From an optimization exercise on the open Yosys and OpenROAD flow, aimed at small area; shortcuts taken in it are not production practice. No activity file was given, so power comes from the tool's default toggle rates.

==> run A <==
==> flow/design.v (excerpt) <==
module p_1d(
	input clk, input rst,
	input [0:7] a_11, input [0:7] b_11,
	input [0:7] a_12, input [0:7] b_12,
	input [0:7] a_21, input [0:7] b_21,
	input [0:7] a_22, input [0:7] b_22,
	output [0:16] c_11,
	output [0:16] c_12,
	output [0:16] c_21,
	output [0:16] c_22
	);
==> flow/config.mk <==
export PLATFORM = sky130hd
export DESIGN_NAME = p_1d
export DESIGN_NICKNAME = p_1d
export VERILOG_FILES = /design/flow/design.v
export SDC_FILE = /design/flow/constraint.sdc
export NUM_CORES = 4
export LEC_CHECK = 0
export CAP_MARGIN = 0
export CORE_MARGIN = 2
export CORE_UTILIZATION = 70
export CTS_BUF_LIST = sky130_fd_sc_hd__clkbuf_4 sky130_fd_sc_hd__clkbuf_8
export CTS_CLUSTER_DIAMETER = 100
export CTS_CLUSTER_SIZE = 30
export GPL_TIMING_DRIVEN = 0
export SLEW_MARGIN = 0
export SYNTH_HIERARCHICAL = 1
==> flow/constraint.sdc <==
create_clock -name core_clock -period 7.0 [get_ports {clk}]
set_input_delay 1.4000 -clock core_clock [delete_from_list [all_inputs] [get_ports {clk}]]
set_output_delay 1.4000 -clock core_clock [all_outputs]
set_load 0.01 [all_outputs]
standard.sh (not shown) runs the stock make flow with config.mk's settings and CLKGATE_MAP_FILE= SYNTH_SCRIPT=/design/flow/synth_recipe.tcl, a recipe that flattens the netlist after the stock synthesis.
==> flow/flow/run.sh <==
#!/bin/bash
# Own layout flow: the standard flow (standard.sh, unchanged synthesis)
# with smaller port buffers, a leaner clock tree (no dummy loads), the ABC
# buffers left to the resizer, and the delay cells kept out of the resizer's
# choices. The make output goes to flow_standard.log; ORFS keeps each step's
# own log under orfs/logs/.
set -euo pipefail
# appended to the platform's own DONT_USE_CELLS list by its config.mk
export DONT_USE_CELLS="sky130_fd_sc_hd__clkdlybuf4s15_1 sky130_fd_sc_hd__clkdlybuf4s15_2 sky130_fd_sc_hd__clkdlybuf4s18_1 sky130_fd_sc_hd__clkdlybuf4s18_2 sky130_fd_sc_hd__clkdlybuf4s25_1 sky130_fd_sc_hd__clkdlybuf4s25_2 sky130_fd_sc_hd__clkdlybuf4s50_1 sky130_fd_sc_hd__clkdlybuf4s50_2 sky130_fd_sc_hd__dlygate4sd1_1 sky130_fd_sc_hd__dlygate4sd2_1 sky130_fd_sc_hd__dlygate4sd3_1 sky130_fd_sc_hd__dlymetal6s2s_1 sky130_fd_sc_hd__dlymetal6s4s_1 sky130_fd_sc_hd__dlymetal6s6s_1"
bash standard.sh \
  "BUFFER_PORTS_ARGS=-buffer_cell sky130_fd_sc_hd__buf_1" \
  "CTS_ARGS=-sink_clustering_enable -repair_clock_nets -sink_clustering_size 30 -sink_clustering_max_diameter 100 -buf_list {sky130_fd_sc_hd__clkbuf_4 sky130_fd_sc_hd__clkbuf_8} -dont_use_dummy_load" \
  REMOVE_ABC_BUFFERS=1 \
  finish > flow_standard.log 2>&1
==> inputs of run P, as changes to run A <==
--- a/flow/design.v
+++ b/flow/design.v
@@ -1,53 +1,47 @@
 module fa(input a, input b, input c, output s, output co);
 	assign s = a ^ b ^ c;
 	assign co = (a & b) | (a & c) | (b & c);
 endmodule
-module ha(input a, input b, output s, output co);
-	assign s = a ^ b;
-	assign co = a & b;
-endmodule
-module xo(input a, input b, input r, output o);
-	assign o = ~(~(a ^ b) | r);
-endmodule
 module hac(input a, input b, output s, output co);
 	assign s = ~(a ^ b);
 	assign co = a | b;
 endmodule
 module dotc(input rst, input [7:0] x1, input [7:0] y1, input [7:0] x2, input [7:0] y2, output [16:0] o);
 	wire [16:0] t;
-	wire n2 = ~(x1[0] & y1[0]) | ~(x2[0] & y2[0]);
+	assign o = ~(t | {17{rst}});
+	fa un1 (.a(~(x1[0] & y1[0])), .b(~(x2[0] & y2[0])), .c(1'b1), .s(n1), .co(n2));
 	fa un3 (.a(~(x1[0] & y1[1])), .b(~(x1[1] & y1[0])), .c(~(x2[0] & y2[1])), .s(n3), .co(n4));
 	fa un5 (.a(~(x2[1] & y2[0])), .b(n2), .c(n3), .s(n5), .co(n6));
 	fa un7 (.a(~(x1[0] & y1[2])), .b(~(x1[1] & y1[1])), .c(~(x1[2] & y1[0])), .s(n7), .co(n8));
 	fa un9 (.a(~(x2[0] & y2[2])), .b(~(x2[1] & y2[1])), .c(~(x2[2] & y2[0])), .s(n9), .co(n10));
 	fa un11 (.a(n4), .b(n7), .c(n9), .s(n11), .co(n12));
-	wire n14 = n6 | n11;
+	fa un13 (.a(n6), .b(n11), .c(1'b1), .s(n13), .co(n14));
 	fa un15 (.a(~(x1[0] & y1[3])), .b(~(x1[1] & y1[2])), .c(~(x1[2] & y1[1])), .s(n15), .co(n16));
 	fa un17 (.a(~(x1[3] & y1[0])), .b(~(x2[0] & y2[3])), .c(~(x2[1] & y2[2])), .s(n17), .co(n18));
 	fa un19 (.a(~(x2[2] & y2[1])), .b(~(x2[3] & y2[0])), .c(n10), .s(n19), .co(n20));
 	fa un21 (.a(n8), .b(n15), .c(n17), .s(n21), .co(n22));
 	fa un23 (.a(n19), .b(n12), .c(n21), .s(n23), .co(n24));
-	wire n26 = n14 | n23;
+	fa un25 (.a(n14), .b(n23), .c(1'b1), .s(n25), .co(n26));
 	fa un27 (.a(~(x1[0] & y1[4])), .b(~(x1[1] & y1[3])), .c(~(x1[2] & y1[2])), .s(n27), .co(n28));
 	fa un29 (.a(~(x1[3] & y1[1])), .b(~(x1[4] & y1[0])), .c(~(x2[0] & y2[4])), .s(n29), .co(n30));
 	fa un31 (.a(~(x2[1] & y2[3])), .b(~(x2[2] & y2[2])), .c(~(x2[3] & y2[1])), .s(n31), .co(n32));
 	fa un33 (.a(~(x2[4] & y2[0])), .b(n16), .c(n18), .s(n33), .co(n34));
 	fa un35 (.a(n27), .b(n29), .c(n31), .s(n35), .co(n36));
 	fa un37 (.a(n20), .b(n22), .c(n33), .s(n37), .co(n38));
 	fa un39 (.a(n35), .b(n24), .c(n37), .s(n39), .co(n40));
-	wire n42 = n26 | n39;
+	fa un41 (.a(n26), .b(n39), .c(1'b1), .s(n41), .co(n42));
 	fa un43 (.a(~(x1[0] & y1[5])), .b(~(x1[1] & y1[4])), .c(~(x1[2] & y1[3])), .s(n43), .co(n44));
 	fa un45 (.a(~(x1[3] & y1[2])), .b(~(x1[4] & y1[1])), .c(~(x1[5] & y1[0])), .s(n45), .co(n46));
 	fa un47 (.a(~(x2[0] & y2[5])), .b(~(x2[1] & y2[4])), .c(~(x2[2] & y2[3])), .s(n47), .co(n48));
 	fa un49 (.a(~(x2[3] & y2[2])), .b(~(x2[4] & y2[1])), .c(~(x2[5] & y2[0])), .s(n49), .co(n50));
 	fa un51 (.a(n28), .b(n30), .c(n32), .s(n51), .co(n52));
 	fa un53 (.a(n43), .b(n45), .c(n47), .s(n53), .co(n54));
 	fa un55 (.a(n49), .b(n34), .c(n36), .s(n55), .co(n56));
 	fa un57 (.a(n51), .b(n53), .c(n38), .s(n57), .co(n58));
 	fa un59 (.a(n55), .b(n40), .c(n57), .s(n59), .co(n60));
-	wire n62 = n42 | n59;
+	fa un61 (.a(n42), .b(n59), .c(1'b1), .s(n61), .co(n62));
 	fa un63 (.a(~(x1[0] & y1[6])), .b(~(x1[1] & y1[5])), .c(~(x1[2] & y1[4])), .s(n63), .co(n64));
 	fa un65 (.a(~(x1[3] & y1[3])), .b(~(x1[4] & y1[2])), .c(~(x1[5] & y1[1])), .s(n65), .co(n66));
 	fa un67 (.a(~(x1[6] & y1[0])), .b(~(x2[0] & y2[6])), .c(~(x2[1] & y2[5])), .s(n67), .co(n68));
 	fa un69 (.a(~(x2[2] & y2[4])), .b(~(x2[3] & y2[3])), .c(~(x2[4] & y2[2])), .s(n69), .co(n70));
 	fa un71 (.a(~(x2[5] & y2[1])), .b(~(x2[6] & y2[0])), .c(n44), .s(n71), .co(n72));
@@ -55,11 +49,11 @@
 	fa un75 (.a(n63), .b(n65), .c(n67), .s(n75), .co(n76));
 	fa un77 (.a(n69), .b(n52), .c(n71), .s(n77), .co(n78));
 	fa un79 (.a(n54), .b(n73), .c(n75), .s(n79), .co(n80));
 	fa un81 (.a(n56), .b(n77), .c(n79), .s(n81), .co(n82));
 	fa un83 (.a(n58), .b(n81), .c(n60), .s(n83), .co(n84));
-	wire n86 = n62 | n83;
+	fa un85 (.a(n62), .b(n83), .c(1'b1), .s(n85), .co(n86));
 	fa un87 (.a(~(x1[0] & y1[7])), .b(~(x1[1] & y1[6])), .c(~(x1[2] & y1[5])), .s(n87), .co(n88));
 	fa un89 (.a(~(x1[3] & y1[4])), .b(~(x1[4] & y1[3])), .c(~(x1[5] & y1[2])), .s(n89), .co(n90));
 	fa un91 (.a(~(x1[6] & y1[1])), .b(~(x1[7] & y1[0])), .c(~(x2[0] & y2[7])), .s(n91), .co(n92));
 	fa un93 (.a(~(x2[1] & y2[6])), .b(~(x2[2] & y2[5])), .c(~(x2[3] & y2[4])), .s(n93), .co(n94));
 	fa un95 (.a(~(x2[4] & y2[3])), .b(~(x2[5] & y2[2])), .c(~(x2[6] & y2[1])), .s(n95), .co(n96));
@@ -69,11 +63,11 @@
 	fa un103 (.a(n95), .b(n72), .c(n74), .s(n103), .co(n104));
 	fa un105 (.a(n76), .b(n97), .c(n99), .s(n105), .co(n106));
 	fa un107 (.a(n101), .b(n78), .c(n103), .s(n107), .co(n108));
 	fa un109 (.a(n80), .b(n105), .c(n107), .s(n109), .co(n110));
 	fa un111 (.a(n82), .b(n109), .c(n84), .s(n111), .co(n112));
-	wire n114 = n86 | n111;
+	fa un113 (.a(n86), .b(n111), .c(1'b1), .s(n113), .co(n114));
 	fa un115 (.a(~(x1[1] & y1[7])), .b(~(x1[2] & y1[6])), .c(~(x1[3] & y1[5])), .s(n115), .co(n116));
 	fa un117 (.a(~(x1[4] & y1[4])), .b(~(x1[5] & y1[3])), .c(~(x1[6] & y1[2])), .s(n117), .co(n118));
 	fa un119 (.a(~(x1[7] & y1[1])), .b(~(x2[1] & y2[7])), .c(~(x2[2] & y2[6])), .s(n119), .co(n120));
 	fa un121 (.a(~(x2[3] & y2[5])), .b(~(x2[4] & y2[4])), .c(~(x2[5] & y2[3])), .s(n121), .co(n122));
 	fa un123 (.a(~(x2[6] & y2[2])), .b(~(x2[7] & y2[1])), .c(n88), .s(n123), .co(n124));
@@ -125,57 +119,26 @@
 	fa un215 (.a(~(x2[7] & y2[6])), .b(n202), .c(n204), .s(n215), .co(n216));
 	fa un217 (.a(n213), .b(n206), .c(n215), .s(n217), .co(n218));
 	fa un219 (.a(n208), .b(n217), .c(n210), .s(n219), .co(n220));
 	fa un221 (.a(~(x1[7] & y1[7])), .b(~(x2[7] & y2[7])), .c(n214), .s(n221), .co(n222));
 	fa un223 (.a(n216), .b(n221), .c(n218), .s(n223), .co(n224));
-	xo ux0 (.a(~(x1[0] & y1[0])), .b(~(x2[0] & y2[0])), .r(rst), .o(o[0]));
-	assign t[0] = 1'b0;
+	assign t[0] = n1;
 	assign t[1] = n5;
-	xo ux2 (.a(n6), .b(n11), .r(rst), .o(o[2]));
-	assign t[2] = 1'b0;
-	xo ux3 (.a(n14), .b(n23), .r(rst), .o(o[3]));
-	assign t[3] = 1'b0;
-	xo ux4 (.a(n26), .b(n39), .r(rst), .o(o[4]));
-	assign t[4] = 1'b0;
-	xo ux5 (.a(n42), .b(n59), .r(rst), .o(o[5]));
-	assign t[5] = 1'b0;
-	xo ux6 (.a(n62), .b(n83), .r(rst), .o(o[6]));
-	assign t[6] = 1'b0;
-	xo ux7 (.a(n86), .b(n111), .r(rst), .o(o[7]));
-	assign t[7] = 1'b0;
-	assign o[1] = ~(t[1] | rst);
-	assign o[8] = ~(t[8] | rst);
-	assign o[9] = ~(t[9] | rst);
-	assign o[10] = ~(t[10] | rst);
-	assign o[11] = ~(t[11] | rst);
-	assign o[12] = ~(t[12] | rst);
-	assign o[13] = ~(t[13] | rst);
-	assign o[14] = ~(t[14] | rst);
-	assign o[15] = ~(t[15] | rst);
-	assign o[16] = ~(t[16] | rst);
+	assign t[2] = n13;
+	assign t[3] = n25;
+	assign t[4] = n41;
+	assign t[5] = n61;
+	assign t[6] = n85;
+	assign t[7] = n113;
 	wire [8:0] x = {1'b1, n222, n223, n219, n211, n199, n183, n163, n139};
 	wire [8:0] y = {1'b1, n224, n220, n212, n200, n184, n164, 1'b1, 1'b1};
 	wire ci = n114;
 	wire [8:0] s;
 	assign t[16:8] = s;
-	wire [9:0] g, p;
-	wire [8:0] hp;
-	assign g[0] = ci;
-	assign p[0] = 1'b0;
-	assign hp[0] = ~x[0];
-	assign g[1] = x[0];
-	assign hp[1] = ~x[1];
-	assign g[2] = x[1];
-	ha ug2 (.a(x[2]), .b(y[2]), .s(hp[2]), .co(g[3]));
-	ha ug3 (.a(x[3]), .b(y[3]), .s(hp[3]), .co(g[4]));
-	ha ug4 (.a(x[4]), .b(y[4]), .s(hp[4]), .co(g[5]));
-	ha ug5 (.a(x[5]), .b(y[5]), .s(hp[5]), .co(g[6]));
-	ha ug6 (.a(x[6]), .b(y[6]), .s(hp[6]), .co(g[7]));
-	ha ug7 (.a(x[7]), .b(y[7]), .s(hp[7]), .co(g[8]));
-	assign hp[8] = 1'b0;
-	assign g[9] = 1'b1;
-	assign p[9:1] = hp;
+	wire [9:0] g = {x & y, ci};
+	wire [9:0] p = {x ^ y, 1'b0};
+	wire [8:0] hp = x ^ y;
 	wire G1 = g[1] | (p[1] & g[0]);
 	wire P1 = p[1] & p[0];
 	wire G2 = g[3] | (p[3] & g[2]);
 	wire P2 = p[3] & p[2];
 	wire G3 = g[5] | (p[5] & g[4]);
==> flow/flow/run.sh (replaced) <==
#!/bin/bash
# Own layout flow: the standard flow (standard.sh, unchanged synthesis)
# with smaller port buffers, a leaner clock tree (no dummy loads) and area
# recovery on paths with slack. The make output goes to flow_standard.log;
# ORFS keeps each step's own log under orfs/logs/.
set -euo pipefail
bash standard.sh \
  "BUFFER_PORTS_ARGS=-buffer_cell sky130_fd_sc_hd__buf_1" \
  "CTS_ARGS=-sink_clustering_enable -repair_clock_nets -sink_clustering_size 30 -sink_clustering_max_diameter 100 -buf_list {sky130_fd_sc_hd__clkbuf_4 sky130_fd_sc_hd__clkbuf_8} -dont_use_dummy_load" \
  RECOVER_POWER=100 REMOVE_ABC_BUFFERS=1 \
  finish > flow_standard.log 2>&1
CORE_UTILIZATION = 60   (was 70)
==> inputs of run M, as changes to run A <==
--- a/flow/flow/run.sh
+++ b/flow/flow/run.sh
@@ -7,8 +7,8 @@
 set -euo pipefail
 # appended to the platform's own DONT_USE_CELLS list by its config.mk
 export DONT_USE_CELLS="sky130_fd_sc_hd__clkdlybuf4s15_1 sky130_fd_sc_hd__clkdlybuf4s15_2 sky130_fd_sc_hd__clkdlybuf4s18_1 sky130_fd_sc_hd__clkdlybuf4s18_2 sky130_fd_sc_hd__clkdlybuf4s25_1 sky130_fd_sc_hd__clkdlybuf4s25_2 sky130_fd_sc_hd__clkdlybuf4s50_1 sky130_fd_sc_hd__clkdlybuf4s50_2 sky130_fd_sc_hd__dlygate4sd1_1 sky130_fd_sc_hd__dlygate4sd2_1 sky130_fd_sc_hd__dlygate4sd3_1 sky130_fd_sc_hd__dlymetal6s2s_1 sky130_fd_sc_hd__dlymetal6s4s_1 sky130_fd_sc_hd__dlymetal6s6s_1"
 bash standard.sh \
   "BUFFER_PORTS_ARGS=-buffer_cell sky130_fd_sc_hd__buf_1" \
-  "CTS_ARGS=-sink_clustering_enable -repair_clock_nets -sink_clustering_size 30 -sink_clustering_max_diameter 100 -buf_list {sky130_fd_sc_hd__clkbuf_4 sky130_fd_sc_hd__clkbuf_8} -dont_use_dummy_load" \
-  REMOVE_ABC_BUFFERS=1 \
+  "CTS_ARGS=-sink_clustering_enable -repair_clock_nets -sink_clustering_size 30 -sink_clustering_max_diameter 100 -root_buf sky130_fd_sc_hd__clkbuf_8 -tree_buf sky130_fd_sc_hd__clkbuf_4 -buf_list {sky130_fd_sc_hd__clkbuf_4} -dont_use_dummy_load" \
+  REMOVE_ABC_BUFFERS=1 MATCH_CELL_FOOTPRINT=0 \
   finish > flow_standard.log 2>&1
==> inputs of run F, as changes to run A <==
--- a/flow/flow/run.sh
+++ b/flow/flow/run.sh
@@ -8,7 +8,7 @@
 # appended to the platform's own DONT_USE_CELLS list by its config.mk
 export DONT_USE_CELLS="sky130_fd_sc_hd__clkdlybuf4s15_1 sky130_fd_sc_hd__clkdlybuf4s15_2 sky130_fd_sc_hd__clkdlybuf4s18_1 sky130_fd_sc_hd__clkdlybuf4s18_2 sky130_fd_sc_hd__clkdlybuf4s25_1 sky130_fd_sc_hd__clkdlybuf4s25_2 sky130_fd_sc_hd__clkdlybuf4s50_1 sky130_fd_sc_hd__clkdlybuf4s50_2 sky130_fd_sc_hd__dlygate4sd1_1 sky130_fd_sc_hd__dlygate4sd2_1 sky130_fd_sc_hd__dlygate4sd3_1 sky130_fd_sc_hd__dlymetal6s2s_1 sky130_fd_sc_hd__dlymetal6s4s_1 sky130_fd_sc_hd__dlymetal6s6s_1"
 bash standard.sh \
   "BUFFER_PORTS_ARGS=-buffer_cell sky130_fd_sc_hd__buf_1" \
   "CTS_ARGS=-sink_clustering_enable -repair_clock_nets -sink_clustering_size 30 -sink_clustering_max_diameter 100 -buf_list {sky130_fd_sc_hd__clkbuf_4 sky130_fd_sc_hd__clkbuf_8} -dont_use_dummy_load" \
-  REMOVE_ABC_BUFFERS=1 \
+  REMOVE_ABC_BUFFERS=1 MATCH_CELL_FOOTPRINT=0 \
   finish > flow_standard.log 2>&1
==> results.txt <==
* Status: complete, no violations
* Fillers at 1407
* DR WL met3 at around 4.0 mm
* Static leakage at around 5.2 nW
* Seq/total area at 0.0930
Source of the figures above: run M

==> results.txt <==
* Seq/total area at 0.0931
* Core ar. at 0.0195 mm2
* Count of clock tree sinks at 68
* Status: complete, no violations
* Fillers at 1413
* Static leakage at 5.21 nW
* Worst VDD drop at 588 uV
* Pwr Density at 434 mW/mm2
* Vias at 9931
* DR WL met3 at a little over 4 mm
* Initial Util at 0.713
Source of the figures above: run A

==> results.txt <==
* DR WL met3 at 3.98 mm
* Fillers at between 1000 and 1500
* Core ar. at 0.0195 mm2
* Setup TNS at 0 ns
* Status: complete, no violations
* Static leakage at 5.21 nW
Source of the figures above: run F

==> results.txt <==
* Status: complete, no violations
* Power share of the clock group at 0.036
* DR WL met3 at 3.44 mm
* Pwr Density at around 510 mW/mm2
* Static leakage at 5.46 nW
* Fillers at 1991
Source of the figures above: run P

No functional check of the RTL was part of any run of this note.

## separate check: timing with driven ports
The flow's constraints put no driver on any port. The routed layouts listed below were extracted and timed again, unchanged, in two steps.
Step 1 sets driving cells, clkbuf_16 on the clock port and buf_2 on the other inputs (assumed; they add their load-dependent delay and slew).
Step 2 moves the port delays by t, midway between the first and last clock arrival at a register: inputs arrive t later, outputs are due t later. That takes back most of the time a late clock gives input paths.
a / b / c = no drivers / after step 1 / after step 2; a / b = the first two.
| run | shift t [ns] | setup WS [ns] | hold slack, ns | worst data-port slew with drivers (ns) |
|---|---|---|---|---|
| run A | 0.402 | 0.253 / 0.257 / -0.145 | 1.417 / 1.409 / 1.798 | 0.06 |
| run P | 0.411 | 0.172 / 0.176 / -0.236 | 1.509 / 1.485 / 1.796 | 0.05 |
| run M | 0.405 | 0.219 / 0.234 / -0.171 | 1.408 / 1.404 / 1.800 | 0.07 |
| run F | 0.405 | 0.219 / 0.234 / -0.171 | 1.408 / 1.404 / 1.800 | 0.07 |
With both steps, setup timing fails in every run listed, where it was met with ideal ports. The setup slack of run P, which loses most, moves by +0.004 ns with the drivers and by -0.408 ns with both steps.
